This design comes from an exercise in tuning for small area, a short achievable clock period and few clock cycles on the open sky130 flow, not from production work. The RTL was checked by simulation tests, not by an equivalence proof against the original design.

==> design.v <==
`timescale 1ns/100ps
module csi_fa (
	input  wire a, b, c,
	output wire s, co
);
assign s  = a ^ b ^ c;
assign co = (a & b) | (a & c) | (b & c);
endmodule
module csi_ha (
	input  wire a, b,
	output wire s, co
);
assign s  = a ^ b;
assign co = a & b;
endmodule
`timescale 1ns/100ps
module csi_top (
	input  logic        clk,
	input  logic        rst_n,
	input  logic        start,
	output logic [17:0] sram_addr,
	output logic [15:0] sram_wdata,
	output logic        sram_we_n,
	input  logic [15:0] sram_rdata,
	output logic        done
);
localparam logic [17:0] U_BASE   = 18'd38400;
localparam logic [17:0] V_BASE   = 18'd57600;
localparam logic [17:0] RGB_BASE = 18'd146944;
localparam logic [15:0] C_END    = 16'd38406;
logic        run;
logic        we;        
logic [4:0]  ph;        
logic [15:0] c;         
logic [7:0]  col;       
logic [17:0] wc;        
wire wact = (|c[15:3]) | (c[2] & c[1]);    
logic [7:0]  uh, ul, vh, vl;
logic [7:0]  L [0:10];
wire [7:0] ins  = ph[0] ? (c[0] ? vl : vh) : (c[0] ? ul : uh);
logic      head, t157, t158, t159;    
wire [7:0] tp1 = t159 ? L[6] : L[4];
wire [7:0] tp2 = t159 ? L[6] : (t158 ? L[4] : L[2]);
wire [7:0] tp3 = t159 ? L[6] : (t158 ? L[4] : (t157 ? L[2] : L[0]));
logic [8:0] ia, ib, ic;
wire [7:0] tm1 = L[8];
wire [7:0] tm2 = L[10];
wire [7:0] tp0 = L[6];
logic [8:0] uo, vo;
wire  [16:0] it_s, it_c;
wire it_n1 = ~ia[0];
wire it_n2, it_n3;
csi_ha u_it_n2 (.a(ia[1]), .b(ia[3]), .s(it_n2), .co(it_n3));
wire it_n4, it_n5;
csi_ha u_it_n4 (.a(ia[0]), .b(~ia[5]), .s(it_n4), .co(it_n5));
wire it_n6 = ~(ia[1] ^ ~ia[6]);
wire it_n7 = ia[1] | ~ia[6];
wire it_n8, it_n9;
csi_fa u_it_n8 (.a(~ib[0]), .b(ib[3]), .c(ib[4]), .s(it_n8), .co(it_n9));
wire it_n10, it_n11;
csi_fa u_it_n10 (.a(ia[2]), .b(~ia[7]), .c(~ib[1]), .s(it_n10), .co(it_n11));
wire it_n12, it_n13;
csi_fa u_it_n12 (.a(ib[4]), .b(ib[5]), .c(ic[3]), .s(it_n12), .co(it_n13));
wire it_n14, it_n15;
csi_ha u_it_n14 (.a(ic[5]), .b(ic[7]), .s(it_n14), .co(it_n15));
wire it_n16, it_n17;
csi_fa u_it_n16 (.a(~ia[8]), .b(~ib[2]), .c(ib[5]), .s(it_n16), .co(it_n17));
wire it_n18, it_n19;
csi_fa u_it_n18 (.a(ib[6]), .b(ic[4]), .c(ic[6]), .s(it_n18), .co(it_n19));
wire it_n20, it_n21;
csi_fa u_it_n20 (.a(ic[8]), .b(ia[0]), .c(it_n2), .s(it_n20), .co(it_n21));
wire it_n22 = ~(ia[2] ^ ia[4]);
wire it_n23 = ia[2] | ia[4];
wire it_n24, it_n25;
csi_fa u_it_n24 (.a(~ib[3]), .b(ib[6]), .c(ib[7]), .s(it_n24), .co(it_n25));
wire it_n26, it_n27;
csi_fa u_it_n26 (.a(ic[5]), .b(ic[7]), .c(it_n3), .s(it_n26), .co(it_n27));
wire it_n28 = ~(ia[3] ^ ia[5]);
wire it_n29 = ia[3] | ia[5];
wire it_n30, it_n31;
csi_fa u_it_n30 (.a(~ib[4]), .b(ib[7]), .c(ib[8]), .s(it_n30), .co(it_n31));
wire it_n32, it_n33;
csi_ha u_it_n32 (.a(ic[6]), .b(ic[8]), .s(it_n32), .co(it_n33));
wire it_n34 = ~(ia[4] ^ ia[6]);
wire it_n35 = ia[4] | ia[6];
wire it_n36, it_n37;
csi_ha u_it_n36 (.a(~ib[5]), .b(ib[8]), .s(it_n36), .co(it_n37));
wire it_n38 = ~ia[5];
wire it_n39, it_n40;
csi_ha u_it_n39 (.a(~ia[3]), .b(ib[0]), .s(it_n39), .co(it_n40));
wire it_n41, it_n42;
csi_fa u_it_n41 (.a(~ia[4]), .b(ib[1]), .c(ib[2]), .s(it_n41), .co(it_n42));
wire it_n43, it_n44;
csi_ha u_it_n43 (.a(ic[0]), .b(ic[2]), .s(it_n43), .co(it_n44));
wire it_n45, it_n46;
csi_fa u_it_n45 (.a(ib[2]), .b(ib[3]), .c(ic[1]), .s(it_n45), .co(it_n46));
wire it_n47, it_n48;
csi_fa u_it_n47 (.a(ic[3]), .b(ic[5]), .c(it_n4), .s(it_n47), .co(it_n48));
wire it_n49, it_n50;
csi_fa u_it_n49 (.a(ic[2]), .b(ic[4]), .c(ic[6]), .s(it_n49), .co(it_n50));
wire it_n51, it_n52;
csi_fa u_it_n51 (.a(it_n6), .b(it_n5), .c(it_n8), .s(it_n51), .co(it_n52));
wire it_n53, it_n54;
csi_fa u_it_n53 (.a(it_n1), .b(it_n10), .c(it_n12), .s(it_n53), .co(it_n54));
wire it_n55, it_n56;
csi_fa u_it_n55 (.a(it_n7), .b(it_n14), .c(it_n9), .s(it_n55), .co(it_n56));
wire it_n57, it_n58;
csi_fa u_it_n57 (.a(it_n16), .b(it_n18), .c(it_n20), .s(it_n57), .co(it_n58));
wire it_n59, it_n60;
csi_fa u_it_n59 (.a(it_n15), .b(it_n11), .c(it_n13), .s(it_n59), .co(it_n60));
wire it_n61, it_n62;
csi_fa u_it_n61 (.a(it_n22), .b(it_n24), .c(it_n26), .s(it_n61), .co(it_n62));
wire it_n63, it_n64;
csi_fa u_it_n63 (.a(it_n17), .b(it_n19), .c(it_n21), .s(it_n63), .co(it_n64));
wire it_n65, it_n66;
csi_fa u_it_n65 (.a(it_n28), .b(it_n32), .c(it_n30), .s(it_n65), .co(it_n66));
wire it_n67, it_n68;
csi_fa u_it_n67 (.a(it_n23), .b(it_n25), .c(it_n27), .s(it_n67), .co(it_n68));
wire it_n69, it_n70;
csi_fa u_it_n69 (.a(ic[7]), .b(it_n34), .c(it_n36), .s(it_n69), .co(it_n70));
wire it_n71, it_n72;
csi_fa u_it_n71 (.a(it_n29), .b(it_n33), .c(it_n31), .s(it_n71), .co(it_n72));
wire it_n73, it_n74;
csi_fa u_it_n73 (.a(ia[7]), .b(~ib[6]), .c(ic[8]), .s(it_n73), .co(it_n74));
wire it_n75, it_n76;
csi_fa u_it_n75 (.a(it_n38), .b(it_n35), .c(it_n37), .s(it_n75), .co(it_n76));
wire it_n77 = ~(ia[6] ^ ia[8]);
wire it_n78 = ia[6] | ia[8];
wire it_n79, it_n80;
csi_ha u_it_n79 (.a(~ib[7]), .b(ia[5]), .s(it_n79), .co(it_n80));
wire it_n81 = ~ia[7];
wire it_n82, it_n83;
csi_ha u_it_n82 (.a(~ia[2]), .b(ib[0]), .s(it_n82), .co(it_n83));
wire it_n84, it_n85;
csi_fa u_it_n84 (.a(ib[1]), .b(ic[1]), .c(ic[3]), .s(it_n84), .co(it_n85));
wire it_n86, it_n87;
csi_fa u_it_n86 (.a(ic[4]), .b(it_n43), .c(it_n41), .s(it_n86), .co(it_n87));
wire it_n88, it_n89;
csi_fa u_it_n88 (.a(it_n42), .b(it_n45), .c(it_n47), .s(it_n88), .co(it_n89));
wire it_n90, it_n91;
csi_fa u_it_n90 (.a(it_n46), .b(it_n49), .c(it_n51), .s(it_n90), .co(it_n91));
wire it_n92, it_n93;
csi_fa u_it_n92 (.a(it_n50), .b(it_n55), .c(it_n53), .s(it_n92), .co(it_n93));
wire it_n94, it_n95;
csi_fa u_it_n94 (.a(it_n59), .b(it_n54), .c(it_n57), .s(it_n94), .co(it_n95));
wire it_n96, it_n97;
csi_fa u_it_n96 (.a(it_n61), .b(it_n63), .c(it_n58), .s(it_n96), .co(it_n97));
wire it_n98, it_n99;
csi_fa u_it_n98 (.a(it_n65), .b(it_n62), .c(it_n67), .s(it_n98), .co(it_n99));
wire it_n100, it_n101;
csi_fa u_it_n100 (.a(it_n69), .b(it_n71), .c(it_n66), .s(it_n100), .co(it_n101));
wire it_n102, it_n103;
csi_fa u_it_n102 (.a(it_n73), .b(it_n70), .c(it_n75), .s(it_n102), .co(it_n103));
wire it_n104, it_n105;
csi_fa u_it_n104 (.a(it_n77), .b(it_n79), .c(it_n74), .s(it_n104), .co(it_n105));
wire it_n106, it_n107;
csi_fa u_it_n106 (.a(~ib[8]), .b(it_n81), .c(it_n78), .s(it_n106), .co(it_n107));
wire it_n108 = ~ia[8];
wire it_n109 = ~~ia[0];
wire it_n110, it_n111;
csi_ha u_it_n110 (.a(~ia[1]), .b(ic[1]), .s(it_n110), .co(it_n111));
wire it_n112, it_n113;
csi_fa u_it_n112 (.a(ic[0]), .b(ic[2]), .c(it_n82), .s(it_n112), .co(it_n113));
wire it_n114, it_n115;
csi_fa u_it_n114 (.a(it_n83), .b(it_n39), .c(it_n84), .s(it_n114), .co(it_n115));
wire it_n116, it_n117;
csi_fa u_it_n116 (.a(it_n40), .b(it_n85), .c(it_n86), .s(it_n116), .co(it_n117));
wire it_n118, it_n119;
csi_fa u_it_n118 (.a(it_n44), .b(it_n87), .c(it_n88), .s(it_n118), .co(it_n119));
wire it_n120, it_n121;
csi_fa u_it_n120 (.a(it_n48), .b(it_n89), .c(it_n90), .s(it_n120), .co(it_n121));
wire it_n122, it_n123;
csi_fa u_it_n122 (.a(it_n52), .b(it_n91), .c(it_n92), .s(it_n122), .co(it_n123));
wire it_n124, it_n125;
csi_fa u_it_n124 (.a(it_n56), .b(it_n93), .c(it_n94), .s(it_n124), .co(it_n125));
wire it_n126, it_n127;
csi_fa u_it_n126 (.a(it_n60), .b(it_n95), .c(it_n96), .s(it_n126), .co(it_n127));
wire it_n128, it_n129;
csi_fa u_it_n128 (.a(it_n64), .b(it_n98), .c(it_n97), .s(it_n128), .co(it_n129));
wire it_n130, it_n131;
csi_fa u_it_n130 (.a(it_n68), .b(it_n100), .c(it_n99), .s(it_n130), .co(it_n131));
wire it_n132, it_n133;
csi_fa u_it_n132 (.a(it_n72), .b(it_n102), .c(it_n101), .s(it_n132), .co(it_n133));
wire it_n134, it_n135;
csi_fa u_it_n134 (.a(it_n76), .b(it_n104), .c(it_n103), .s(it_n134), .co(it_n135));
wire it_n136, it_n137;
csi_fa u_it_n136 (.a(it_n80), .b(it_n106), .c(it_n105), .s(it_n136), .co(it_n137));
wire it_n138, it_n139;
csi_fa u_it_n138 (.a(ia[7]), .b(it_n108), .c(it_n107), .s(it_n138), .co(it_n139));
wire it_n140 = ~ia[8];
assign it_s = {it_n140, it_n138, it_n136, it_n134, it_n132, it_n130, it_n128, it_n126, it_n124, it_n122, it_n120, it_n118, it_n116, it_n114, it_n112, it_n110, ic[0]};
assign it_c = {it_n139, it_n137, it_n135, it_n133, it_n131, it_n129, it_n127, it_n125, it_n123, it_n121, it_n119, it_n117, it_n115, it_n113, it_n111, ~ia[0], it_n109};
wire [16:0] isum = it_s + it_c;
wire [8:0]  ires = isum[16:8];
function automatic logic [8:0] ex(input logic [7:0] s);    
	ex = {s[7], ~s[7], s[6:0]};
endfunction
logic [7:0] ycur, ylo;         
logic [8:0] xcur;              
logic       selb;              
logic [8:0] gnu, gnv;          
wire [7:0]  rb_y = ycur;
wire [8:0]  rb_x = xcur;
wire        rb_selb = selb;
wire [7:0]  g_y = ycur;
wire [8:0]  g_nu = gnu;
wire [8:0]  g_nv = gnv;
wire [26:0] rbt_s, rbt_c, gt_s, gt_c;
wire rbt_n1 = ~~rb_y[6];
wire rbt_n2, rbt_n3;
csi_ha u_rbt_n2 (.a(rb_y[0]), .b(~rb_y[7]), .s(rbt_n2), .co(rbt_n3));
wire rbt_n4, rbt_n5;
csi_fa u_rbt_n4 (.a(rb_y[0]), .b(rb_y[2]), .c(rb_x[4]), .s(rbt_n4), .co(rbt_n5));
wire rbt_n6, rbt_n7;
csi_fa u_rbt_n6 (.a(rb_y[1]), .b(rb_y[3]), .c(rb_x[5]), .s(rbt_n6), .co(rbt_n7));
wire rbt_n8, rbt_n9;
csi_fa u_rbt_n8 (.a(rb_y[0]), .b(rb_y[2]), .c(rb_y[4]), .s(rbt_n8), .co(rbt_n9));
wire rbt_n10 = ~(rb_y[1] ^ rb_y[3]);
wire rbt_n11 = rb_y[1] | rb_y[3];
wire rbt_n12, rbt_n13;
csi_ha u_rbt_n12 (.a(rb_y[5]), .b(rb_x[7]), .s(rbt_n12), .co(rbt_n13));
wire rbt_n14 = ~(rb_y[2] ^ rb_y[4]);
wire rbt_n15 = rb_y[2] | rb_y[4];
wire rbt_n16, rbt_n17;
csi_fa u_rbt_n16 (.a(rb_y[6]), .b(rb_x[8]), .c((rb_selb ? rb_x[5] : rb_x[0])), .s(rbt_n16), .co(rbt_n17));
wire rbt_n18, rbt_n19;
csi_fa u_rbt_n18 (.a(rb_y[0]), .b(rb_y[3]), .c(rb_y[5]), .s(rbt_n18), .co(rbt_n19));
wire rbt_n20, rbt_n21;
csi_fa u_rbt_n20 (.a(rb_y[7]), .b((~rb_selb & rb_x[0])), .c((rb_selb ? rb_x[6] : rb_x[1])), .s(rbt_n20), .co(rbt_n21));
wire rbt_n22, rbt_n23;
csi_fa u_rbt_n22 (.a(rb_y[1]), .b(rb_y[4]), .c(rb_y[6]), .s(rbt_n22), .co(rbt_n23));
wire rbt_n24, rbt_n25;
csi_ha u_rbt_n24 (.a((rb_selb ? rb_x[0] : rb_x[1])), .b((rb_selb ? rb_x[7] : rb_x[2])), .s(rbt_n24), .co(rbt_n25));
wire rbt_n26, rbt_n27;
csi_fa u_rbt_n26 (.a(rb_y[2]), .b(rb_y[5]), .c(rb_y[7]), .s(rbt_n26), .co(rbt_n27));
wire rbt_n28, rbt_n29;
csi_fa u_rbt_n28 (.a((rb_selb ? rb_x[1] : rb_x[2])), .b((rb_selb ? rb_x[8] : rb_x[3])), .c((~rb_selb & rb_x[6])), .s(rbt_n28), .co(rbt_n29));
wire rbt_n30, rbt_n31;
csi_fa u_rbt_n30 (.a(rb_y[3]), .b(rb_y[6]), .c((rb_selb ? rb_x[2] : rb_x[3])), .s(rbt_n30), .co(rbt_n31));
wire rbt_n32, rbt_n33;
csi_ha u_rbt_n32 (.a((~rb_selb & rb_x[4])), .b((~rb_selb & rb_x[7])), .s(rbt_n32), .co(rbt_n33));
wire rbt_n34, rbt_n35;
csi_fa u_rbt_n34 (.a(rb_y[4]), .b(rb_y[7]), .c((rb_selb ? rb_x[3] : rb_x[4])), .s(rbt_n34), .co(rbt_n35));
wire rbt_n36, rbt_n37;
csi_ha u_rbt_n36 (.a(~rb_y[2]), .b(rb_x[0]), .s(rbt_n36), .co(rbt_n37));
wire rbt_n38, rbt_n39;
csi_fa u_rbt_n38 (.a(~rb_y[3]), .b(rb_x[1]), .c(rb_x[4]), .s(rbt_n38), .co(rbt_n39));
wire rbt_n40 = ~(~rb_y[4] ^ rb_x[2]);
wire rbt_n41 = ~rb_y[4] | rb_x[2];
wire rbt_n42, rbt_n43;
csi_ha u_rbt_n42 (.a(rb_x[5]), .b(rb_x[6]), .s(rbt_n42), .co(rbt_n43));
wire rbt_n44, rbt_n45;
csi_fa u_rbt_n44 (.a(~rb_y[5]), .b(rb_x[0]), .c(rb_x[3]), .s(rbt_n44), .co(rbt_n45));
wire rbt_n46, rbt_n47;
csi_fa u_rbt_n46 (.a(rb_x[6]), .b(rb_x[7]), .c((rb_selb & rb_x[4])), .s(rbt_n46), .co(rbt_n47));
wire rbt_n48, rbt_n49;
csi_fa u_rbt_n48 (.a(rb_x[1]), .b(rb_x[4]), .c(rb_x[7]), .s(rbt_n48), .co(rbt_n49));
wire rbt_n50, rbt_n51;
csi_fa u_rbt_n50 (.a(rb_x[8]), .b((rb_selb & rb_x[5])), .c(rbt_n1), .s(rbt_n50), .co(rbt_n51));
wire rbt_n52, rbt_n53;
csi_fa u_rbt_n52 (.a(rb_x[2]), .b(rb_x[5]), .c(rb_x[8]), .s(rbt_n52), .co(rbt_n53));
wire rbt_n54, rbt_n55;
csi_fa u_rbt_n54 (.a((rb_selb & rb_x[6])), .b(~rb_y[6]), .c(rbt_n2), .s(rbt_n54), .co(rbt_n55));
wire rbt_n56, rbt_n57;
csi_fa u_rbt_n56 (.a(rb_y[1]), .b(rb_x[3]), .c(rb_x[6]), .s(rbt_n56), .co(rbt_n57));
wire rbt_n58, rbt_n59;
csi_fa u_rbt_n58 (.a((rb_selb & rb_x[0])), .b((rb_selb & rb_x[7])), .c(rbt_n3), .s(rbt_n58), .co(rbt_n59));
wire rbt_n60, rbt_n61;
csi_fa u_rbt_n60 (.a(rb_x[7]), .b((rb_selb & rb_x[1])), .c((rb_selb & rb_x[8])), .s(rbt_n60), .co(rbt_n61));
wire rbt_n62, rbt_n63;
csi_fa u_rbt_n62 (.a((~rb_selb & rb_x[0])), .b(~rb_selb), .c(rbt_n4), .s(rbt_n62), .co(rbt_n63));
wire rbt_n64, rbt_n65;
csi_fa u_rbt_n64 (.a(rb_x[8]), .b((rb_selb & rb_x[2])), .c((~rb_selb & rb_x[0])), .s(rbt_n64), .co(rbt_n65));
wire rbt_n66, rbt_n67;
csi_fa u_rbt_n66 (.a((~rb_selb & rb_x[1])), .b(rbt_n5), .c(rbt_n6), .s(rbt_n66), .co(rbt_n67));
wire rbt_n68, rbt_n69;
csi_fa u_rbt_n68 (.a(rb_x[6]), .b((rb_selb & rb_x[3])), .c((~rb_selb & rb_x[1])), .s(rbt_n68), .co(rbt_n69));
wire rbt_n70, rbt_n71;
csi_fa u_rbt_n70 (.a((~rb_selb & rb_x[2])), .b(rbt_n7), .c(rbt_n8), .s(rbt_n70), .co(rbt_n71));
wire rbt_n72, rbt_n73;
csi_fa u_rbt_n72 (.a((rb_selb & rb_x[4])), .b((~rb_selb & rb_x[2])), .c((~rb_selb & rb_x[3])), .s(rbt_n72), .co(rbt_n73));
wire rbt_n74, rbt_n75;
csi_fa u_rbt_n74 (.a(rbt_n10), .b(rbt_n12), .c(rbt_n9), .s(rbt_n74), .co(rbt_n75));
wire rbt_n76, rbt_n77;
csi_fa u_rbt_n76 (.a((~rb_selb & rb_x[3])), .b((~rb_selb & rb_x[4])), .c(rbt_n14), .s(rbt_n76), .co(rbt_n77));
wire rbt_n78, rbt_n79;
csi_fa u_rbt_n78 (.a(rbt_n11), .b(rbt_n13), .c(rbt_n16), .s(rbt_n78), .co(rbt_n79));
wire rbt_n80, rbt_n81;
csi_fa u_rbt_n80 (.a((~rb_selb & rb_x[4])), .b((~rb_selb & rb_x[5])), .c(rbt_n18), .s(rbt_n80), .co(rbt_n81));
wire rbt_n82, rbt_n83;
csi_fa u_rbt_n82 (.a(rbt_n15), .b(rbt_n17), .c(rbt_n20), .s(rbt_n82), .co(rbt_n83));
wire rbt_n84, rbt_n85;
csi_fa u_rbt_n84 (.a((~rb_selb & rb_x[5])), .b((~rb_selb & rb_x[6])), .c(rbt_n22), .s(rbt_n84), .co(rbt_n85));
wire rbt_n86, rbt_n87;
csi_fa u_rbt_n86 (.a(rbt_n24), .b(rbt_n19), .c(rbt_n21), .s(rbt_n86), .co(rbt_n87));
wire rbt_n88, rbt_n89;
csi_fa u_rbt_n88 (.a((~rb_selb & rb_x[7])), .b(~rb_selb), .c(rbt_n26), .s(rbt_n88), .co(rbt_n89));
wire rbt_n90, rbt_n91;
csi_fa u_rbt_n90 (.a(rbt_n25), .b(rbt_n23), .c(rbt_n28), .s(rbt_n90), .co(rbt_n91));
wire rbt_n92, rbt_n93;
csi_fa u_rbt_n92 (.a((~rb_selb & rb_x[8])), .b(rb_selb), .c(rbt_n30), .s(rbt_n92), .co(rbt_n93));
wire rbt_n94, rbt_n95;
csi_fa u_rbt_n94 (.a(rbt_n32), .b(rbt_n27), .c(rbt_n29), .s(rbt_n94), .co(rbt_n95));
wire rbt_n96, rbt_n97;
csi_fa u_rbt_n96 (.a((~rb_selb & rb_x[5])), .b((~rb_selb & rb_x[8])), .c(~rb_selb), .s(rbt_n96), .co(rbt_n97));
wire rbt_n98, rbt_n99;
csi_fa u_rbt_n98 (.a(rbt_n33), .b(rbt_n31), .c(rbt_n34), .s(rbt_n98), .co(rbt_n99));
wire rbt_n100, rbt_n101;
csi_fa u_rbt_n100 (.a(rb_y[5]), .b((rb_selb ? rb_x[4] : rb_x[5])), .c((~rb_selb & rb_x[6])), .s(rbt_n100), .co(rbt_n101));
wire rbt_n102, rbt_n103;
csi_ha u_rbt_n102 (.a(rb_selb), .b(rbt_n35), .s(rbt_n102), .co(rbt_n103));
wire rbt_n104 = ~(rb_y[6] ^ (rb_selb ? rb_x[5] : rb_x[6]));
wire rbt_n105 = rb_y[6] | (rb_selb ? rb_x[5] : rb_x[6]);
wire rbt_n106, rbt_n107;
csi_ha u_rbt_n106 (.a(rb_y[7]), .b((rb_selb ? rb_x[6] : rb_x[7])), .s(rbt_n106), .co(rbt_n107));
wire rbt_n108 = ~~rb_y[0];
wire rbt_n109, rbt_n110;
csi_fa u_rbt_n109 (.a(~rb_y[1]), .b(rb_x[2]), .c(rb_x[3]), .s(rbt_n109), .co(rbt_n110));
wire rbt_n111, rbt_n112;
csi_fa u_rbt_n111 (.a(rb_x[3]), .b(rb_x[4]), .c((rb_selb & rb_x[1])), .s(rbt_n111), .co(rbt_n112));
wire rbt_n113, rbt_n114;
csi_fa u_rbt_n113 (.a(rb_x[5]), .b((rb_selb & rb_x[2])), .c(rbt_n38), .s(rbt_n113), .co(rbt_n114));
wire rbt_n115, rbt_n116;
csi_fa u_rbt_n115 (.a((rb_selb & rb_x[3])), .b(rbt_n40), .c(rbt_n42), .s(rbt_n115), .co(rbt_n116));
wire rbt_n117, rbt_n118;
csi_fa u_rbt_n117 (.a(rbt_n41), .b(rbt_n44), .c(rbt_n46), .s(rbt_n117), .co(rbt_n118));
wire rbt_n119, rbt_n120;
csi_fa u_rbt_n119 (.a(rbt_n45), .b(rbt_n48), .c(rbt_n50), .s(rbt_n119), .co(rbt_n120));
wire rbt_n121, rbt_n122;
csi_fa u_rbt_n121 (.a(rbt_n49), .b(rbt_n52), .c(rbt_n54), .s(rbt_n121), .co(rbt_n122));
wire rbt_n123, rbt_n124;
csi_fa u_rbt_n123 (.a(rbt_n53), .b(rbt_n56), .c(rbt_n58), .s(rbt_n123), .co(rbt_n124));
wire rbt_n125, rbt_n126;
csi_fa u_rbt_n125 (.a(rbt_n57), .b(rbt_n60), .c(rbt_n62), .s(rbt_n125), .co(rbt_n126));
wire rbt_n127, rbt_n128;
csi_fa u_rbt_n127 (.a(rbt_n61), .b(rbt_n64), .c(rbt_n66), .s(rbt_n127), .co(rbt_n128));
wire rbt_n129, rbt_n130;
csi_fa u_rbt_n129 (.a(rbt_n65), .b(rbt_n68), .c(rbt_n70), .s(rbt_n129), .co(rbt_n130));
wire rbt_n131, rbt_n132;
csi_fa u_rbt_n131 (.a(rbt_n69), .b(rbt_n72), .c(rbt_n74), .s(rbt_n131), .co(rbt_n132));
wire rbt_n133, rbt_n134;
csi_fa u_rbt_n133 (.a(rbt_n73), .b(rbt_n76), .c(rbt_n78), .s(rbt_n133), .co(rbt_n134));
wire rbt_n135, rbt_n136;
csi_fa u_rbt_n135 (.a(rbt_n77), .b(rbt_n80), .c(rbt_n82), .s(rbt_n135), .co(rbt_n136));
wire rbt_n137, rbt_n138;
csi_fa u_rbt_n137 (.a(rbt_n81), .b(rbt_n84), .c(rbt_n86), .s(rbt_n137), .co(rbt_n138));
wire rbt_n139, rbt_n140;
csi_fa u_rbt_n139 (.a(rbt_n85), .b(rbt_n88), .c(rbt_n90), .s(rbt_n139), .co(rbt_n140));
wire rbt_n141, rbt_n142;
csi_fa u_rbt_n141 (.a(rbt_n89), .b(rbt_n92), .c(rbt_n94), .s(rbt_n141), .co(rbt_n142));
wire rbt_n143, rbt_n144;
csi_fa u_rbt_n143 (.a(rbt_n96), .b(rbt_n93), .c(rbt_n98), .s(rbt_n143), .co(rbt_n144));
wire rbt_n145, rbt_n146;
csi_fa u_rbt_n145 (.a(rbt_n97), .b(rbt_n100), .c(rbt_n102), .s(rbt_n145), .co(rbt_n146));
wire rbt_n147, rbt_n148;
csi_fa u_rbt_n147 (.a((~rb_selb & rb_x[7])), .b(rbt_n104), .c(rbt_n101), .s(rbt_n147), .co(rbt_n148));
wire rbt_n149, rbt_n150;
csi_fa u_rbt_n149 (.a((~rb_selb & rb_x[8])), .b(rb_selb), .c(rbt_n106), .s(rbt_n149), .co(rbt_n150));
wire rbt_n151, rbt_n152;
csi_ha u_rbt_n151 (.a((rb_selb ? rb_x[7] : rb_x[8])), .b(rb_selb), .s(rbt_n151), .co(rbt_n152));
wire rbt_n153, rbt_n154;
csi_ha u_rbt_n153 (.a(rb_x[1]), .b(rb_x[2]), .s(rbt_n153), .co(rbt_n154));
wire rbt_n155, rbt_n156;
csi_fa u_rbt_n155 (.a((rb_selb & rb_x[0])), .b(~rb_y[0]), .c(rbt_n109), .s(rbt_n155), .co(rbt_n156));
wire rbt_n157, rbt_n158;
csi_fa u_rbt_n157 (.a(rbt_n36), .b(rbt_n110), .c(rbt_n111), .s(rbt_n157), .co(rbt_n158));
wire rbt_n159, rbt_n160;
csi_fa u_rbt_n159 (.a(rbt_n37), .b(rbt_n112), .c(rbt_n113), .s(rbt_n159), .co(rbt_n160));
wire rbt_n161, rbt_n162;
csi_fa u_rbt_n161 (.a(rbt_n39), .b(rbt_n115), .c(rbt_n114), .s(rbt_n161), .co(rbt_n162));
wire rbt_n163, rbt_n164;
csi_fa u_rbt_n163 (.a(rbt_n43), .b(rbt_n116), .c(rbt_n117), .s(rbt_n163), .co(rbt_n164));
wire rbt_n165, rbt_n166;
csi_fa u_rbt_n165 (.a(rbt_n47), .b(rbt_n118), .c(rbt_n119), .s(rbt_n165), .co(rbt_n166));
wire rbt_n167, rbt_n168;
csi_fa u_rbt_n167 (.a(rbt_n51), .b(rbt_n120), .c(rbt_n121), .s(rbt_n167), .co(rbt_n168));
wire rbt_n169, rbt_n170;
csi_fa u_rbt_n169 (.a(rbt_n55), .b(rbt_n123), .c(rbt_n122), .s(rbt_n169), .co(rbt_n170));
wire rbt_n171, rbt_n172;
csi_fa u_rbt_n171 (.a(rbt_n59), .b(rbt_n124), .c(rbt_n125), .s(rbt_n171), .co(rbt_n172));
wire rbt_n173, rbt_n174;
csi_fa u_rbt_n173 (.a(rbt_n63), .b(rbt_n126), .c(rbt_n127), .s(rbt_n173), .co(rbt_n174));
wire rbt_n175, rbt_n176;
csi_fa u_rbt_n175 (.a(rbt_n67), .b(rbt_n128), .c(rbt_n129), .s(rbt_n175), .co(rbt_n176));
wire rbt_n177, rbt_n178;
csi_fa u_rbt_n177 (.a(rbt_n71), .b(rbt_n131), .c(rbt_n130), .s(rbt_n177), .co(rbt_n178));
wire rbt_n179, rbt_n180;
csi_fa u_rbt_n179 (.a(rbt_n75), .b(rbt_n132), .c(rbt_n133), .s(rbt_n179), .co(rbt_n180));
wire rbt_n181, rbt_n182;
csi_fa u_rbt_n181 (.a(rbt_n79), .b(rbt_n134), .c(rbt_n135), .s(rbt_n181), .co(rbt_n182));
wire rbt_n183, rbt_n184;
csi_fa u_rbt_n183 (.a(rbt_n83), .b(rbt_n136), .c(rbt_n137), .s(rbt_n183), .co(rbt_n184));
wire rbt_n185, rbt_n186;
csi_fa u_rbt_n185 (.a(rbt_n87), .b(rbt_n138), .c(rbt_n139), .s(rbt_n185), .co(rbt_n186));
wire rbt_n187, rbt_n188;
csi_fa u_rbt_n187 (.a(rbt_n91), .b(rbt_n140), .c(rbt_n141), .s(rbt_n187), .co(rbt_n188));
wire rbt_n189, rbt_n190;
csi_fa u_rbt_n189 (.a(rbt_n95), .b(rbt_n143), .c(rbt_n142), .s(rbt_n189), .co(rbt_n190));
wire rbt_n191, rbt_n192;
csi_fa u_rbt_n191 (.a(rbt_n99), .b(rbt_n145), .c(rbt_n144), .s(rbt_n191), .co(rbt_n192));
wire rbt_n193, rbt_n194;
csi_fa u_rbt_n193 (.a(rbt_n103), .b(rbt_n147), .c(rbt_n146), .s(rbt_n193), .co(rbt_n194));
wire rbt_n195, rbt_n196;
csi_fa u_rbt_n195 (.a(rbt_n105), .b(rbt_n149), .c(rbt_n148), .s(rbt_n195), .co(rbt_n196));
wire rbt_n197, rbt_n198;
csi_fa u_rbt_n197 (.a(rbt_n107), .b(rbt_n151), .c(rbt_n150), .s(rbt_n197), .co(rbt_n198));
wire rbt_n199, rbt_n200;
csi_fa u_rbt_n199 (.a((rb_selb & rb_x[8])), .b(~rb_selb), .c(rbt_n152), .s(rbt_n199), .co(rbt_n200));
assign rbt_s = {1'b1, rbt_n199, rbt_n197, rbt_n195, rbt_n193, rbt_n191, rbt_n189, rbt_n187, rbt_n185, rbt_n183, rbt_n181, rbt_n179, rbt_n177, rbt_n175, rbt_n173, rbt_n171, rbt_n169, rbt_n167, rbt_n165, rbt_n163, rbt_n161, rbt_n159, rbt_n157, rbt_n155, rbt_n108, rb_x[0], rb_x[0]};
assign rbt_c = {rbt_n200, rbt_n198, rbt_n196, rbt_n194, rbt_n192, rbt_n190, rbt_n188, rbt_n186, rbt_n184, rbt_n182, rbt_n180, rbt_n178, rbt_n176, rbt_n174, rbt_n172, rbt_n170, rbt_n168, rbt_n166, rbt_n164, rbt_n162, rbt_n160, rbt_n158, rbt_n156, rbt_n154, rbt_n153, rb_x[1], 1'b0};
wire gt_n1, gt_n2;
csi_ha u_gt_n1 (.a(g_y[0]), .b(g_y[3]), .s(gt_n1), .co(gt_n2));
wire gt_n3 = ~(g_y[1] ^ g_y[4]);
wire gt_n4 = g_y[1] | g_y[4];
wire gt_n5, gt_n6;
csi_ha u_gt_n5 (.a(g_y[2]), .b(g_y[5]), .s(gt_n5), .co(gt_n6));
wire gt_n7 = ~g_y[1];
wire gt_n8, gt_n9;
csi_fa u_gt_n8 (.a(g_y[0]), .b(g_y[2]), .c(g_y[4]), .s(gt_n8), .co(gt_n9));
wire gt_n10 = ~(g_y[1] ^ g_y[3]);
wire gt_n11 = g_y[1] | g_y[3];
wire gt_n12, gt_n13;
csi_fa u_gt_n12 (.a(g_y[5]), .b(g_nu[0]), .c(g_nu[1]), .s(gt_n12), .co(gt_n13));
wire gt_n14, gt_n15;
csi_fa u_gt_n14 (.a(g_y[2]), .b(g_y[4]), .c(g_y[6]), .s(gt_n14), .co(gt_n15));
wire gt_n16, gt_n17;
csi_fa u_gt_n16 (.a(g_nu[1]), .b(g_nu[2]), .c(g_nu[5]), .s(gt_n16), .co(gt_n17));
wire gt_n18, gt_n19;
csi_ha u_gt_n18 (.a(g_nv[0]), .b(g_nv[1]), .s(gt_n18), .co(gt_n19));
wire gt_n20, gt_n21;
csi_fa u_gt_n20 (.a(g_y[5]), .b(g_y[7]), .c(g_nu[2]), .s(gt_n20), .co(gt_n21));
wire gt_n22, gt_n23;
csi_fa u_gt_n22 (.a(g_nu[3]), .b(g_nu[6]), .c(g_nv[1]), .s(gt_n22), .co(gt_n23));
wire gt_n24, gt_n25;
csi_fa u_gt_n24 (.a(g_nv[2]), .b(g_nv[4]), .c(gt_n1), .s(gt_n24), .co(gt_n25));
wire gt_n26, gt_n27;
csi_fa u_gt_n26 (.a(g_y[6]), .b(g_nu[3]), .c(g_nu[4]), .s(gt_n26), .co(gt_n27));
wire gt_n28, gt_n29;
csi_fa u_gt_n28 (.a(g_nu[7]), .b(g_nv[2]), .c(g_nv[3]), .s(gt_n28), .co(gt_n29));
wire gt_n30, gt_n31;
csi_fa u_gt_n30 (.a(g_nv[5]), .b(gt_n3), .c(gt_n2), .s(gt_n30), .co(gt_n31));
wire gt_n32, gt_n33;
csi_fa u_gt_n32 (.a(g_y[7]), .b(g_nu[4]), .c(g_nu[5]), .s(gt_n32), .co(gt_n33));
wire gt_n34, gt_n35;
csi_fa u_gt_n34 (.a(g_nu[8]), .b(g_nv[3]), .c(g_nv[4]), .s(gt_n34), .co(gt_n35));
wire gt_n36, gt_n37;
csi_fa u_gt_n36 (.a(g_nv[6]), .b(gt_n4), .c(gt_n5), .s(gt_n36), .co(gt_n37));
wire gt_n38 = ~(g_y[3] ^ g_y[6]);
wire gt_n39 = g_y[3] | g_y[6];
wire gt_n40, gt_n41;
csi_fa u_gt_n40 (.a(g_nu[5]), .b(g_nu[6]), .c(g_nv[4]), .s(gt_n40), .co(gt_n41));
wire gt_n42, gt_n43;
csi_fa u_gt_n42 (.a(g_nv[5]), .b(g_nv[7]), .c(gt_n6), .s(gt_n42), .co(gt_n43));
wire gt_n44 = ~(g_y[4] ^ g_y[7]);
wire gt_n45 = g_y[4] | g_y[7];
wire gt_n46, gt_n47;
csi_fa u_gt_n46 (.a(g_nu[6]), .b(g_nu[7]), .c(g_nv[5]), .s(gt_n46), .co(gt_n47));
wire gt_n48, gt_n49;
csi_ha u_gt_n48 (.a(g_nv[6]), .b(g_nv[8]), .s(gt_n48), .co(gt_n49));
wire gt_n50 = ~(g_y[5] ^ g_nu[7]);
wire gt_n51 = g_y[5] | g_nu[7];
wire gt_n52, gt_n53;
csi_ha u_gt_n52 (.a(g_nu[8]), .b(g_nv[6]), .s(gt_n52), .co(gt_n53));
wire gt_n54 = ~~g_y[2];
wire gt_n55 = ~(~g_y[3] ^ g_nu[1]);
wire gt_n56 = ~g_y[3] | g_nu[1];
wire gt_n57, gt_n58;
csi_ha u_gt_n57 (.a(g_nu[2]), .b(g_nv[0]), .s(gt_n57), .co(gt_n58));
wire gt_n59 = ~(~g_y[4] ^ g_nu[2]);
wire gt_n60 = ~g_y[4] | g_nu[2];
wire gt_n61, gt_n62;
csi_fa u_gt_n61 (.a(g_nu[3]), .b(g_nv[1]), .c(g_nv[6]), .s(gt_n61), .co(gt_n62));
wire gt_n63, gt_n64;
csi_fa u_gt_n63 (.a(~g_y[5]), .b(g_nu[3]), .c(g_nu[4]), .s(gt_n63), .co(gt_n64));
wire gt_n65, gt_n66;
csi_ha u_gt_n65 (.a(g_nv[2]), .b(g_nv[7]), .s(gt_n65), .co(gt_n66));
wire gt_n67 = ~(~g_y[6] ^ g_nu[4]);
wire gt_n68 = ~g_y[6] | g_nu[4];
wire gt_n69, gt_n70;
csi_fa u_gt_n69 (.a(g_nu[5]), .b(g_nv[3]), .c(g_nv[8]), .s(gt_n69), .co(gt_n70));
wire gt_n71 = ~(g_y[0] ^ ~g_y[7]);
wire gt_n72 = g_y[0] | ~g_y[7];
wire gt_n73, gt_n74;
csi_fa u_gt_n73 (.a(g_nu[5]), .b(g_nu[6]), .c(g_nv[4]), .s(gt_n73), .co(gt_n74));
wire gt_n75 = ~(g_y[1] ^ g_nu[0]);
wire gt_n76 = g_y[1] | g_nu[0];
wire gt_n77, gt_n78;
csi_fa u_gt_n77 (.a(g_nu[6]), .b(g_nu[7]), .c(g_nv[5]), .s(gt_n77), .co(gt_n78));
wire gt_n79, gt_n80;
csi_fa u_gt_n79 (.a(g_y[0]), .b(g_y[2]), .c(g_nu[1]), .s(gt_n79), .co(gt_n80));
wire gt_n81, gt_n82;
csi_fa u_gt_n81 (.a(g_nu[7]), .b(g_nu[8]), .c(g_nv[6]), .s(gt_n81), .co(gt_n82));
wire gt_n83, gt_n84;
csi_fa u_gt_n83 (.a(g_y[3]), .b(g_nu[2]), .c(g_nu[8]), .s(gt_n83), .co(gt_n84));
wire gt_n85, gt_n86;
csi_fa u_gt_n85 (.a(g_nv[0]), .b(g_nv[7]), .c(gt_n7), .s(gt_n85), .co(gt_n86));
wire gt_n87, gt_n88;
csi_fa u_gt_n87 (.a(g_nu[0]), .b(g_nu[3]), .c(g_nv[1]), .s(gt_n87), .co(gt_n88));
wire gt_n89, gt_n90;
csi_fa u_gt_n89 (.a(g_nv[8]), .b(g_y[1]), .c(gt_n8), .s(gt_n89), .co(gt_n90));
wire gt_n91, gt_n92;
csi_fa u_gt_n91 (.a(g_nu[4]), .b(g_nv[0]), .c(g_nv[2]), .s(gt_n91), .co(gt_n92));
wire gt_n93, gt_n94;
csi_fa u_gt_n93 (.a(gt_n10), .b(gt_n9), .c(gt_n12), .s(gt_n93), .co(gt_n94));
wire gt_n95, gt_n96;
csi_fa u_gt_n95 (.a(g_nv[3]), .b(gt_n14), .c(gt_n16), .s(gt_n95), .co(gt_n96));
wire gt_n97, gt_n98;
csi_fa u_gt_n97 (.a(gt_n11), .b(gt_n18), .c(gt_n13), .s(gt_n97), .co(gt_n98));
wire gt_n99, gt_n100;
csi_fa u_gt_n99 (.a(gt_n20), .b(gt_n22), .c(gt_n24), .s(gt_n99), .co(gt_n100));
wire gt_n101, gt_n102;
csi_fa u_gt_n101 (.a(gt_n19), .b(gt_n15), .c(gt_n17), .s(gt_n101), .co(gt_n102));
wire gt_n103, gt_n104;
csi_fa u_gt_n103 (.a(gt_n26), .b(gt_n28), .c(gt_n30), .s(gt_n103), .co(gt_n104));
wire gt_n105, gt_n106;
csi_fa u_gt_n105 (.a(gt_n21), .b(gt_n23), .c(gt_n25), .s(gt_n105), .co(gt_n106));
wire gt_n107, gt_n108;
csi_fa u_gt_n107 (.a(gt_n32), .b(gt_n34), .c(gt_n36), .s(gt_n107), .co(gt_n108));
wire gt_n109, gt_n110;
csi_fa u_gt_n109 (.a(gt_n27), .b(gt_n29), .c(gt_n31), .s(gt_n109), .co(gt_n110));
wire gt_n111, gt_n112;
csi_fa u_gt_n111 (.a(gt_n38), .b(gt_n40), .c(gt_n42), .s(gt_n111), .co(gt_n112));
wire gt_n113, gt_n114;
csi_fa u_gt_n113 (.a(gt_n33), .b(gt_n35), .c(gt_n37), .s(gt_n113), .co(gt_n114));
wire gt_n115, gt_n116;
csi_fa u_gt_n115 (.a(gt_n44), .b(gt_n48), .c(gt_n46), .s(gt_n115), .co(gt_n116));
wire gt_n117, gt_n118;
csi_fa u_gt_n117 (.a(gt_n39), .b(gt_n41), .c(gt_n43), .s(gt_n117), .co(gt_n118));
wire gt_n119, gt_n120;
csi_fa u_gt_n119 (.a(g_nv[7]), .b(gt_n50), .c(gt_n52), .s(gt_n119), .co(gt_n120));
wire gt_n121, gt_n122;
csi_fa u_gt_n121 (.a(gt_n45), .b(gt_n49), .c(gt_n47), .s(gt_n121), .co(gt_n122));
wire gt_n123, gt_n124;
csi_fa u_gt_n123 (.a(g_y[6]), .b(g_nu[8]), .c(g_nv[7]), .s(gt_n123), .co(gt_n124));
wire gt_n125, gt_n126;
csi_fa u_gt_n125 (.a(g_nv[8]), .b(gt_n51), .c(gt_n53), .s(gt_n125), .co(gt_n126));
wire gt_n127 = ~g_y[7];
wire gt_n128 = ~~g_y[1];
wire gt_n129, gt_n130;
csi_fa u_gt_n129 (.a(g_nu[0]), .b(g_nu[1]), .c(g_nv[4]), .s(gt_n129), .co(gt_n130));
wire gt_n131, gt_n132;
csi_fa u_gt_n131 (.a(g_nv[5]), .b(gt_n55), .c(gt_n57), .s(gt_n131), .co(gt_n132));
wire gt_n133, gt_n134;
csi_fa u_gt_n133 (.a(gt_n59), .b(gt_n56), .c(gt_n61), .s(gt_n133), .co(gt_n134));
wire gt_n135, gt_n136;
csi_fa u_gt_n135 (.a(gt_n60), .b(gt_n65), .c(gt_n63), .s(gt_n135), .co(gt_n136));
wire gt_n137, gt_n138;
csi_fa u_gt_n137 (.a(gt_n67), .b(gt_n64), .c(gt_n69), .s(gt_n137), .co(gt_n138));
wire gt_n139, gt_n140;
csi_fa u_gt_n139 (.a(gt_n71), .b(gt_n68), .c(gt_n73), .s(gt_n139), .co(gt_n140));
wire gt_n141, gt_n142;
csi_fa u_gt_n141 (.a(gt_n75), .b(gt_n72), .c(gt_n77), .s(gt_n141), .co(gt_n142));
wire gt_n143, gt_n144;
csi_fa u_gt_n143 (.a(gt_n76), .b(gt_n79), .c(gt_n81), .s(gt_n143), .co(gt_n144));
wire gt_n145, gt_n146;
csi_fa u_gt_n145 (.a(gt_n80), .b(gt_n83), .c(gt_n85), .s(gt_n145), .co(gt_n146));
wire gt_n147, gt_n148;
csi_fa u_gt_n147 (.a(gt_n84), .b(gt_n87), .c(gt_n89), .s(gt_n147), .co(gt_n148));
wire gt_n149, gt_n150;
csi_fa u_gt_n149 (.a(gt_n88), .b(gt_n91), .c(gt_n93), .s(gt_n149), .co(gt_n150));
wire gt_n151, gt_n152;
csi_fa u_gt_n151 (.a(gt_n92), .b(gt_n97), .c(gt_n95), .s(gt_n151), .co(gt_n152));
wire gt_n153, gt_n154;
csi_fa u_gt_n153 (.a(gt_n101), .b(gt_n96), .c(gt_n99), .s(gt_n153), .co(gt_n154));
wire gt_n155, gt_n156;
csi_fa u_gt_n155 (.a(gt_n105), .b(gt_n100), .c(gt_n103), .s(gt_n155), .co(gt_n156));
wire gt_n157, gt_n158;
csi_fa u_gt_n157 (.a(gt_n109), .b(gt_n104), .c(gt_n107), .s(gt_n157), .co(gt_n158));
wire gt_n159, gt_n160;
csi_fa u_gt_n159 (.a(gt_n111), .b(gt_n113), .c(gt_n108), .s(gt_n159), .co(gt_n160));
wire gt_n161, gt_n162;
csi_fa u_gt_n161 (.a(gt_n115), .b(gt_n112), .c(gt_n117), .s(gt_n161), .co(gt_n162));
wire gt_n163, gt_n164;
csi_fa u_gt_n163 (.a(gt_n119), .b(gt_n121), .c(gt_n116), .s(gt_n163), .co(gt_n164));
wire gt_n165, gt_n166;
csi_fa u_gt_n165 (.a(gt_n123), .b(gt_n120), .c(gt_n125), .s(gt_n165), .co(gt_n166));
wire gt_n167, gt_n168;
csi_fa u_gt_n167 (.a(g_nv[8]), .b(gt_n127), .c(gt_n124), .s(gt_n167), .co(gt_n168));
wire gt_n169 = ~~g_y[0];
wire gt_n170, gt_n171;
csi_fa u_gt_n170 (.a(g_nu[0]), .b(g_nv[3]), .c(gt_n128), .s(gt_n170), .co(gt_n171));
wire gt_n172, gt_n173;
csi_fa u_gt_n172 (.a(~g_y[1]), .b(gt_n54), .c(gt_n129), .s(gt_n172), .co(gt_n173));
wire gt_n174, gt_n175;
csi_fa u_gt_n174 (.a(~g_y[2]), .b(gt_n130), .c(gt_n131), .s(gt_n174), .co(gt_n175));
wire gt_n176, gt_n177;
csi_fa u_gt_n176 (.a(gt_n58), .b(gt_n132), .c(gt_n133), .s(gt_n176), .co(gt_n177));
wire gt_n178, gt_n179;
csi_fa u_gt_n178 (.a(gt_n62), .b(gt_n134), .c(gt_n135), .s(gt_n178), .co(gt_n179));
wire gt_n180, gt_n181;
csi_fa u_gt_n180 (.a(gt_n66), .b(gt_n136), .c(gt_n137), .s(gt_n180), .co(gt_n181));
wire gt_n182, gt_n183;
csi_fa u_gt_n182 (.a(gt_n70), .b(gt_n139), .c(gt_n138), .s(gt_n182), .co(gt_n183));
wire gt_n184, gt_n185;
csi_fa u_gt_n184 (.a(gt_n74), .b(gt_n140), .c(gt_n141), .s(gt_n184), .co(gt_n185));
wire gt_n186, gt_n187;
csi_fa u_gt_n186 (.a(gt_n78), .b(gt_n142), .c(gt_n143), .s(gt_n186), .co(gt_n187));
wire gt_n188, gt_n189;
csi_fa u_gt_n188 (.a(gt_n82), .b(gt_n144), .c(gt_n145), .s(gt_n188), .co(gt_n189));
wire gt_n190, gt_n191;
csi_fa u_gt_n190 (.a(gt_n86), .b(gt_n146), .c(gt_n147), .s(gt_n190), .co(gt_n191));
wire gt_n192, gt_n193;
csi_fa u_gt_n192 (.a(gt_n90), .b(gt_n148), .c(gt_n149), .s(gt_n192), .co(gt_n193));
wire gt_n194, gt_n195;
csi_fa u_gt_n194 (.a(gt_n94), .b(gt_n150), .c(gt_n151), .s(gt_n194), .co(gt_n195));
wire gt_n196, gt_n197;
csi_fa u_gt_n196 (.a(gt_n98), .b(gt_n152), .c(gt_n153), .s(gt_n196), .co(gt_n197));
wire gt_n198, gt_n199;
csi_fa u_gt_n198 (.a(gt_n102), .b(gt_n154), .c(gt_n155), .s(gt_n198), .co(gt_n199));
wire gt_n200, gt_n201;
csi_fa u_gt_n200 (.a(gt_n106), .b(gt_n156), .c(gt_n157), .s(gt_n200), .co(gt_n201));
wire gt_n202, gt_n203;
csi_fa u_gt_n202 (.a(gt_n110), .b(gt_n158), .c(gt_n159), .s(gt_n202), .co(gt_n203));
wire gt_n204, gt_n205;
csi_fa u_gt_n204 (.a(gt_n114), .b(gt_n161), .c(gt_n160), .s(gt_n204), .co(gt_n205));
wire gt_n206, gt_n207;
csi_fa u_gt_n206 (.a(gt_n118), .b(gt_n163), .c(gt_n162), .s(gt_n206), .co(gt_n207));
wire gt_n208, gt_n209;
csi_fa u_gt_n208 (.a(gt_n122), .b(gt_n165), .c(gt_n164), .s(gt_n208), .co(gt_n209));
wire gt_n210, gt_n211;
csi_fa u_gt_n210 (.a(gt_n126), .b(gt_n167), .c(gt_n166), .s(gt_n210), .co(gt_n211));
wire gt_n212, gt_n213;
csi_ha u_gt_n212 (.a(g_y[7]), .b(gt_n168), .s(gt_n212), .co(gt_n213));
assign gt_s = {1'b1, 1'b1, gt_n212, gt_n210, gt_n208, gt_n206, gt_n204, gt_n202, gt_n200, gt_n198, gt_n196, gt_n194, gt_n192, gt_n190, gt_n188, gt_n186, gt_n184, gt_n182, gt_n180, gt_n178, gt_n176, gt_n174, gt_n172, gt_n170, g_nv[2], g_nv[1], 1'b1};
assign gt_c = {1'b0, gt_n213, gt_n211, gt_n209, gt_n207, gt_n205, gt_n203, gt_n201, gt_n199, gt_n197, gt_n195, gt_n193, gt_n191, gt_n189, gt_n187, gt_n185, gt_n183, gt_n181, gt_n179, gt_n177, gt_n175, gt_n173, gt_n171, ~g_y[0], gt_n169, 1'b0, g_nv[0]};
wire [16:0] rb_lo = {1'b0, rbt_s[15:0]} + {1'b0, rbt_c[15:0]};
wire [16:0] g_lo  = {1'b0, gt_s[15:0]} + {1'b0, gt_c[15:0]};
logic [10:0] rb_hs, rb_hc, g_hs, g_hc;
logic        rb_cy, g_cy;
function automatic logic [7:0] clip(input logic [10:0] h);   
	if (h[10])
		clip = 8'd0;
	else if (h[9] | h[8])
		clip = 8'd255;
	else
		clip = h[7:0];
endfunction
wire [10:0] rb_h = rb_hs + rb_hc + {10'd0, rb_cy};
wire [10:0] g_h  = g_hs + g_hc + {10'd0, g_cy};
wire [7:0]  rb   = clip(rb_h);
wire [7:0]  gg   = clip(g_h);
logic [7:0] bbuf;
always_ff @(posedge clk or negedge rst_n) begin
	if (!rst_n) begin
		run       <= 1'b0;
		done      <= 1'b0;
		we   <= 1'b0;
	end else begin
		we   <= run & wact & (ph[1] | ph[3] | ph[4]);
		if (!run) begin
			if (start) begin
				run  <= 1'b1;
				done <= 1'b0;
			end
		end else if (ph[0] && c == C_END) begin
			run  <= 1'b0;
			done <= 1'b1;
		end
	end
end
always_ff @(posedge clk) begin
	if (!run) begin
		ph  <= 5'b00001;
		c   <= 16'd0;
		col  <= 8'd155;
		head <= 1'b0;
		t157 <= 1'b0;
		t158 <= 1'b0;
		t159 <= 1'b0;
		wc  <= RGB_BASE;
	end else begin
		ph <= {ph[3:0], ph[4]};
		if (ph[4]) begin
			c    <= c + 16'd1;
			col  <= t159 ? 8'd0 : col + 8'd1;
			head <= t159;
			t157 <= (col == 8'd156);
			t158 <= t157;
			t159 <= t158;
		end
		if (wact & (ph[1] | ph[3] | ph[4]))
			wc <= wc + 18'd1;
	end
end
assign sram_we_n = ~we;
always_ff @(posedge clk) begin
	if (ph[0])
		sram_addr <= {2'b00, c - 16'd5};
	else if (ph[2])
		sram_addr <= (c[0] ? U_BASE : V_BASE) + {3'b000, c[15:1]};
	else
		sram_addr <= wc;
	sram_wdata[15:8] <= ph[1] ? rb : (ph[3] ? bbuf : gg);
	sram_wdata[7:0]  <= ph[1] ? gg : rb;
	if (ph[2])
		bbuf <= rb;
end
always_ff @(posedge clk) begin
	if (ph[3]) begin
		ycur <= sram_rdata[15:8];
		ylo  <= sram_rdata[7:0];
	end else if (ph[1]) begin
		ycur <= ylo;
	end
	if (ph[0] & c[0])
		{vh, vl} <= sram_rdata;
	if (ph[0] & ~c[0])
		{uh, ul} <= sram_rdata;
	if (run & (ph[0] | ph[2])) begin
		L[0] <= ins;
		for (int i = 1; i <= 10; i++)
			L[i] <= L[i-1];
		if (head) begin
			L[8]  <= L[5];
			L[10] <= L[5];
		end
	end
end
always_ff @(posedge clk) begin
	xcur <= ph[4] ? ex(L[7]) : (ph[0] ? ex(L[6]) : (ph[1] ? vo : uo));
	selb <= ph[0] | ph[2];
	gnu  <= ~(ph[4] ? ex(L[6]) : uo);
	gnv  <= ~(ph[4] ? ex(L[7]) : vo);
	ia <= {1'b0, tp0} + {1'b0, tp1};
	ib <= {1'b0, tm1} + {1'b0, tp2};
	ic <= {1'b0, tm2} + {1'b0, tp3};
	if (ph[3])
		vo <= ires;
	if (ph[4])
		uo <= ires;
	rb_hs <= rbt_s[26:16];
	rb_hc <= rbt_c[26:16];
	rb_cy <= rb_lo[16];
	g_hs  <= gt_s[26:16];
	g_hc  <= gt_c[26:16];
	g_cy  <= g_lo[16];
end
endmodule
==> flow/run.sh <==
#!/bin/bash
# Standard ORFS layout with buf_2 port buffers and timing repair aimed at a
# 4.3 ns path delay (the constraints stay the design's: 17 ns clock).
set -euo pipefail
bash standard.sh "BUFFER_PORTS_ARGS=-buffer_cell sky130_fd_sc_hd__buf_2" SETUP_SLACK_MARGIN=12.7 finish > flow.log 2>&1
==> standard.sh <==
#!/bin/bash
# synth_recipe.tcl (not shown) runs the flow's synth.tcl, then flattens the netlist and writes it again
# the make line also repeats each setting of config.mk as NAME=value (left out here)
make -C /OpenROAD-flow-scripts/flow DESIGN_CONFIG=/design/flow/config.mk WORK_HOME=/design/flow/orfs CLKGATE_MAP_FILE= SYNTH_SCRIPT=/design/flow/synth_recipe.tcl "${@:-finish}"
==> config.mk <==
export PLATFORM = sky130hd
export DESIGN_NAME = csi_top
export DESIGN_NICKNAME = csi_top
export VERILOG_FILES = /design/flow/design.v
export SDC_FILE = /design/flow/constraint.sdc
export NUM_CORES = 4
export LEC_CHECK = 0
export CAP_MARGIN = 20
export CORE_MARGIN = 2
export CORE_UTILIZATION = 65
export PLACE_DENSITY = 0.75
export SLEW_MARGIN = 20
export SYNTH_HIERARCHICAL = 1
export SYNTH_MINIMUM_KEEP_SIZE = 0
==> constraint.sdc <==
create_clock -name core_clock -period 17.0 [get_ports {clk}]
set_input_delay 3.4000 -clock core_clock [delete_from_list [all_inputs] [get_ports {clk}]]
set_output_delay 3.4000 -clock core_clock [all_outputs]
set_load 0.01 [all_outputs]
==> summary.txt, run 1 <==
antenna viol nets, final 0; Synth Flop Type dfxtp_1; clock transition at the registers of the reported paths 0.06 ns; ys async rst share 0.8646%; vias post-DR 12664; worst skew pair latency 0.53 ns; htree depth 2; Die Wd 182.1 um; R2R depth 12; multi-input gate area in the final layout 11380 um^2; number of global-route vias before repair 13134; DIE AREA 33160 um^2; vias per inst 5.833; Setup TNS 0 ns; Worst path depth 1; Clock Path Buffers 3; fmax 0.2253 GHz; worst path cell trace buf_2; Final Hold Vio Count 0; cells after synthesis 1679; Hold WC Path Type flop to flop; Seq/Total Area, Yosys 41.63%; Rel. slew slack 30.27%; Inst Count DP 2095; Placeable Area 31390 um^2; Crit path required time 13.60 ns; Nets 2133; Ys Warns 8; layout cells sized above 1 12.15%; Synth Net Count 2071; synthesized cell area 20620 um^2; critical path class flop to output pin; final setup fails 0; grt total ovfl 0; initial core utilization 65.67%; Slew Limit Fails 0; Die Height 182.1 um; Synth Register Bits 347; Tot GR Track Use 27.28%; CP max stage cell dfrtp_1; boundary pin count 55; CTS Sinks 347; crit path max fanout 2; cts bufs inserted 36; Critical Path AT 1.04 ns; DR pass1 iterations 5; antenna violations before repair 0; Slew @ Worst Pin 1.045 ns; DRC viols 0; CTS tree done; CP startpoint kind flop; HPWL after DPL 32360 um; flop2flop setup slack 12.72 ns; Filler cells 2141; post-layout min period 4.438 ns; syn_area_per_cell 12.28 um^2; Buffers on Ports 54; aggregate routed wire length 43090 um; RD Place Congestion 0.8802; unrepaired setup endpoints after global routing yes; run status complete, no violations; EDFF count, synth 162; register area 8621 um^2; final period utilization 26.11%; Max-Cap Viols 0; CP max stage delay 0.37 ns; Finished Layout Cells 2171; Hold Crit Depth 0; Diodes inserted 0; clk_skew 0.02205 ns; CP delay by family, top flip-flops; first-pass GRT wire length 70160 um; pin count of the biggest net entering global routing 89; Yosys cell types 67; Synth-to-Final Area Change 9.856%; Avg WL per Cell 19.85 um; DRT iter0 DRCs 954; post-layout util 72.14%; Clk Tree Root Cell clkbuf_16; Min Hold Slack 0.4152 ns; nature of the critical path endpoint output pin; crit path buf inv count 1; Row Count 65
[metrics by stage]
step                      instance area, um^2  worst slack [ns]
after CTS                               22440             12.53
after floorplan                         20620             12.88
final                                   22650             12.56
after global placement                  21270             12.53
after global routing                    22650             12.53
after detailed placement                21270             12.45
[placed cells by master, fill, tap and decap left out, types with 15 or more instances in the layout]
cell type and instances:
dfxtp_2 21, nand4_1 15, o21ai_0 88, mux2i_1 42
xnor2_1 57, nor2_1 82, nor3_1 27, a21o_1 20
ha_1 137, xor2_1 25, nor2b_1 29, a21oi_1 56
clkbuf_16 37, nand2_1 86, and2_1 41, buf_4 19
fa_1 229, nand3_1 19, o22ai_1 16, dfxtp_1 158
edfxtp_1 162, buf_2 46, inv_1 140
[cells in the mapped netlist (7+ instances only)]
cell / count / area share, %
mux2_2: 10 / 0.55
or2_2: 14 / 0.42
a211oi_1: 8 / 0.29
xor2_1: 25 / 1.1
ha_1: 142 / 8.6
a21o_1: 20 / 0.73
o21a_1: 13 / 0.47
mux2i_1: 42 / 2.0
nor3_1: 27 / 0.66
dfxtp_1: 182 / 18
a21boi_0: 14 / 0.51
and3_1: 11 / 0.33
clkbuf_1: 39 / 0.71
and2_1: 41 / 1.2
o21ai_0: 89 / 2.2
a21oi_1: 58 / 1.4
fa_1: 231 / 22
nand2_1: 86 / 1.6
nand3_1: 19 / 0.46
mux4_2: 8 / 0.87
inv_1: 142 / 2.6
nor2_1: 82 / 1.5
edfxtp_1: 162 / 24
nand2b_1: 10 / 0.30
o22ai_1: 17 / 0.52
nor2b_1: 29 / 0.88
o211ai_1: 7 / 0.25
xnor2_1: 58 / 2.5
nand4_1: 15 / 0.46
[what timing repair did]
item / CTS / global route
endpoints found under the setup margin: 46 / 45
setup buffers: 1 / 9
gates cloned: 0 / 0
pin swaps: 1 / 13
gates resized for setup: 8 / 41
hold buffers: 0 / 0
[modules after synthesis, one instance, submodules excluded]
module,times used,cells
csi_fa,223,1
csi_top,1,1428
csi_ha,28,1
[path summary, 6_finish.rpt]
| kind | start | to |
|---|---|---|
| min in group asynchronous | rst_n | done |
| worst min register to register | L[3][5] | L[4][5] |
| worst max-delay path | done | done |
| worst max register to register | ia[1] | uo[8] |
| max in group asynchronous | rst_n | run |
| worst min-delay path | L[3][5] | L[4][5] |
[layer usage]
metal	GRT usage, %	vias to the layer above	part of all wire (%)
met5	0	-	0
met4	6.129	0	1.8
met2	43.62	371	47
met1	39.87	6348	45
li1	-	5888	-
met3	4.590	57	5.9
[flip-flops by register name, indices dropped and copies added, names as in the netlist, 9 cells and up]
signal and count:
wc 18, gnv 9, ib 9, sram_wdata 16, ia 9, sram_addr 18
L 88, rb_hc 11, vo 9, ic 9, g_hc 10, c 16
gnu 9, rb_hs 10, uo 9, xcur 9, g_hs 9
[final cells by class]
class                           instances  share of cell area, %
Multi-Input combinational cell       1138                  50.26
Sequential cell                       347                  38.06
Clock buffer                           46                  4.370
Inverter                              144                  2.387
Tap cell                              402                  2.221
Timing Repair Buffer                   74                  2.094
Clock inverter                         20                 0.6077
[cells by family after synthesis]
kind of cell | Yosys count | synth area share [%]
muxes | 60 | 3.459
buffers and inverters | 194 | 3.593
DFF | 347 | 41.63
adders and majority gates | 373 | 31.05
AOI/OAI and AO/OA | 263 | 7.957
xor gates and xnor gates | 83 | 3.526
and+or+nand+nor | 359 | 8.782
Testbench counts, summed over its fixed seeds: cycles 2,304,384.
==> run 2, diff against run 1 <==
--- a/config.mk
+++ b/config.mk
@@ -9,4 +9,6 @@
 export CORE_MARGIN = 2
 export CORE_UTILIZATION = 65
+export CTS_CLUSTER_DIAMETER = 70
+export CTS_CLUSTER_SIZE = 36
 export PLACE_DENSITY = 0.75
 export SLEW_MARGIN = 20
==> run 2 against run 1 <==
- first-iteration DRC count fell by 13%
- die area did not move
- register-to-register slack improved by 0.02 ns
- via count fell by 1.1%
- count of clock-buffer cells in the layout fell by 23
- global-route usage fell by 0.096 points
- critical path depth did not move
- worst setup slack got worse by 0.063 ns
- final cell count fell by 1.3%
- largest cell class unchanged
==> summary.txt, run 2 <==
Synth-to-Final Area Change 8.770%; nature of the critical path endpoint output pin; Row Count 65 (unchanged); unrepaired setup endpoints after global routing yes; Synth top area share 23.60% (unchanged); first-pass GRT wire length 70050 um (-0.16%); Hold WC Path Type flop to flop; Die Wd 182.1 um (unchanged); DRC viols 0 (unchanged); Hold Crit Depth 0 (unchanged); Crit path required time 13.60 ns (about the same); Max-Cap Viols 0 (unchanged); CP delay by family, top flip-flops; final setup fails 0 (unchanged); Critical Path AT 1.10 ns (+0.06 ns); boundary pin count 55 (unchanged); Nets 2116 (-0.80%); final period utilization 26.48% (+0.37 points); RD Place Congestion 0.8802 (unchanged); DRT iter0 DRCs 832 (-13%); Ys Warns 8 (unchanged); aggregate routed wire length 42930 um (-0.38%); vias post-DR 12523 (-1.1%); initial core utilization 65.67% (unchanged); syn_area_per_cell 12.28 um^2 (unchanged); clk_skew 0.04569 ns (+0.02364 ns); ranking of synthesized cells by area edfxtp_1 (24%), fa_1 (22%), dfxtp_1 (18%); Yosys cell types 67 (unchanged); Avg WL per Cell 20.04 um (+0.97%); DIE AREA 33160 um^2 (unchanged); Synth Net Count 2071 (unchanged); cts bufs inserted 22 (-39%); worst skew pair latency 0.57 ns (+0.04 ns); Slew @ Worst Pin 1.051 ns (+0.006946 ns); CP max stage delay 0.39 ns (+0.02 ns); most frequent cells in the layout fa_1 (228), edfxtp_1 (162), dfxtp_1 (160); Placeable Area 31390 um^2 (unchanged); HPWL after DPL 32360 um (unchanged); Setup TNS 0 ns (unchanged); Diodes inserted 0 (unchanged); run status complete, no violations; Clock Path Buffers 3 (unchanged); CTS Sinks 347 (unchanged); Rel. slew slack 29.81% (-0.46 points); max FFs per register 88 (unchanged); post-layout util 71.43% (-0.71 points); Worst Slack Setup Final 12.50 ns (-0.06260 ns); CTS Hold Bufs 0 (unchanged); most common cell in the netlist fa_1; CTS tree done; ys async rst share 0.8646% (unchanged); Final Hold Vio Count 0 (unchanged); pin count of the biggest net entering global routing 89 (unchanged); post-layout min period 4.501 ns (+0.06260 ns); crit path max fanout 2 (unchanged); R2R depth 12 (unchanged); Slew Limit Fails 0 (unchanged); EDFF count, synth 162 (unchanged); Top reg by flops L; antenna viol nets, final 0 (unchanged); Tot GR Track Use 27.19% (-0.096 points); CP startpoint kind flop; grt total ovfl 0 (unchanged); cells after synthesis 1679 (unchanged); antenna violations before repair 0 (unchanged); Synth Register Bits 347 (unchanged); critical path class flop to output pin; register area 8616 um^2 (about the same); synthesized cell area 20620 um^2 (unchanged); Synth top cells by count fa_1 (231), dfxtp_1 (182), edfxtp_1 (162), ha_1 (142), inv_1 (142); Die Height 182.1 um (unchanged); Min Hold Slack 0.4314 ns (+0.01613 ns); fmax 0.2222 GHz (-1.4%); crit path buf inv count 1 (unchanged); Synth Flop Type dfxtp_1; Worst path depth 1 (unchanged); worst path cell trace buf_2; Buffers on Ports 54 (unchanged); Clk Tree Root Cell clkbuf_16; layout cells sized above 1 11.09% (-1.1 points); vias per inst 5.846 (+0.23%); htree depth 1 (-1); most common cell after layout, fill and taps aside fa_1; biggest registers after layout L x88, sram_addr x18, wc x18; leading area contributor after synthesis edfxtp_1; CP max stage cell dfrtp_1; Inst Count DP 2095 (unchanged); Filler cells 2165 (+1.1%); DR pass1 iterations 5 (unchanged); pre-CTS setup slack 12.45 ns (unchanged); Finished Layout Cells 2142 (-1.3%); number of global-route vias before repair 13016 (-0.90%); final instance area 22420 um^2 (-0.99%); Post-DP Area 21270 um^2 (unchanged); clock transition at the registers of the reported paths 0.11 ns (+0.05 ns); Seq/Total Area, Yosys 41.63% (unchanged); multi-input gate area in the final layout 11390 um^2 (about the same)
run 2: cell counts after synthesis:
No cell type changed its count.
run 2: timing repair:
| item | CTS | global route |
|---|---|---|
| gates resized for setup | 18 | 31 |
| endpoints found under the setup margin | 46 | 43 |
| hold endpoints to repair | 0 | 0 |
| buffers inserted | 2 | 5 |
| pin swaps | 2 | 10 |
run 2: modules after synthesis (local to each module, per instance):
module	cell area, um^2	cells inside	flip-flops and latches	times used
csi_fa	20.02	1	0	223
csi_ha	12.51	1	0	28
csi_top	15800	1428	347	1
run 2: cell type report:
cell class | instances | share of cell area (%)
Timing Repair Buffer | 71 | 2.070
Clock buffer | 23 | 2.516
Inverter | 144 | 2.410
Clock inverter | 17 | 1.557
Multi-Input combinational cell | 1138 | 50.78
Sequential cell | 347 | 38.42
Tap cell | 402 | 2.243
run 2: final timing paths:
path                           end  slack [ns]    start
setup reg to reg             uo[8]       12.74    ia[3]
min in group asynchronous     done        2.60    rst_n
hold / removal             L[4][7]        0.43  L[3][7]
hold reg to reg            L[4][7]        0.43  L[3][7]
setup / recovery              done       12.50     done
max in group asynchronous       we       14.27    rst_n
run 2: cell families (layout without fill, tap and decap cells):
| kind of cell | after synthesis | count (layout) | share of synthesized area, % |
|---|---|---|---|
| DFF | 347 | 347 | 41.63 |
| xor gates and xnor gates | 83 | 83 | 3.526 |
| adders and majority gates | 373 | 373 | 31.05 |
| muxes | 60 | 60 | 3.459 |
| buffers and inverters | 194 | 255 | 3.593 |
| AOI/OAI and AO/OA | 263 | 263 | 7.957 |
| and+or+nand+nor | 359 | 359 | 8.782 |
run 2: routing by layer:
metal	part of all wire, %	routed length [um]	track usage, %	vias to the layer above
li1	-	-	-	5830
met1	45	19360	39.92	6301
met2	47	20290	43.97	343
met3	6.1	2621	4.350	49
met4	1.5	656	4.968	0
met5	0	0	0	-

==> afterwards: timing with drivers on the ports <==
The results above use ideal ports. As a check the final layouts listed here were re-extracted and re-timed, cells and wires unchanged. Step 1 sets driving cells, clkbuf_16 on the clock port and buf_2 on the other inputs (assumed; they add their load-dependent delay and slew). Step 2 also shifts input and output timing later by t, the mid clock arrival at the registers, as if the neighbouring blocks saw the same clock. Slacks: ideal / step 1 / step 2; pairs: ideal / step 1.
run	shift t [ns]	slack for setup (ns)	latest minus earliest clock arrival (ns)
run 1	0.572	12.562 / 12.508 / 12.721	0.027 / 0.027
run 2	0.603	12.499 / 12.447 / 12.743	0.046 / 0.046
After both steps setup and hold are still met in every run listed.
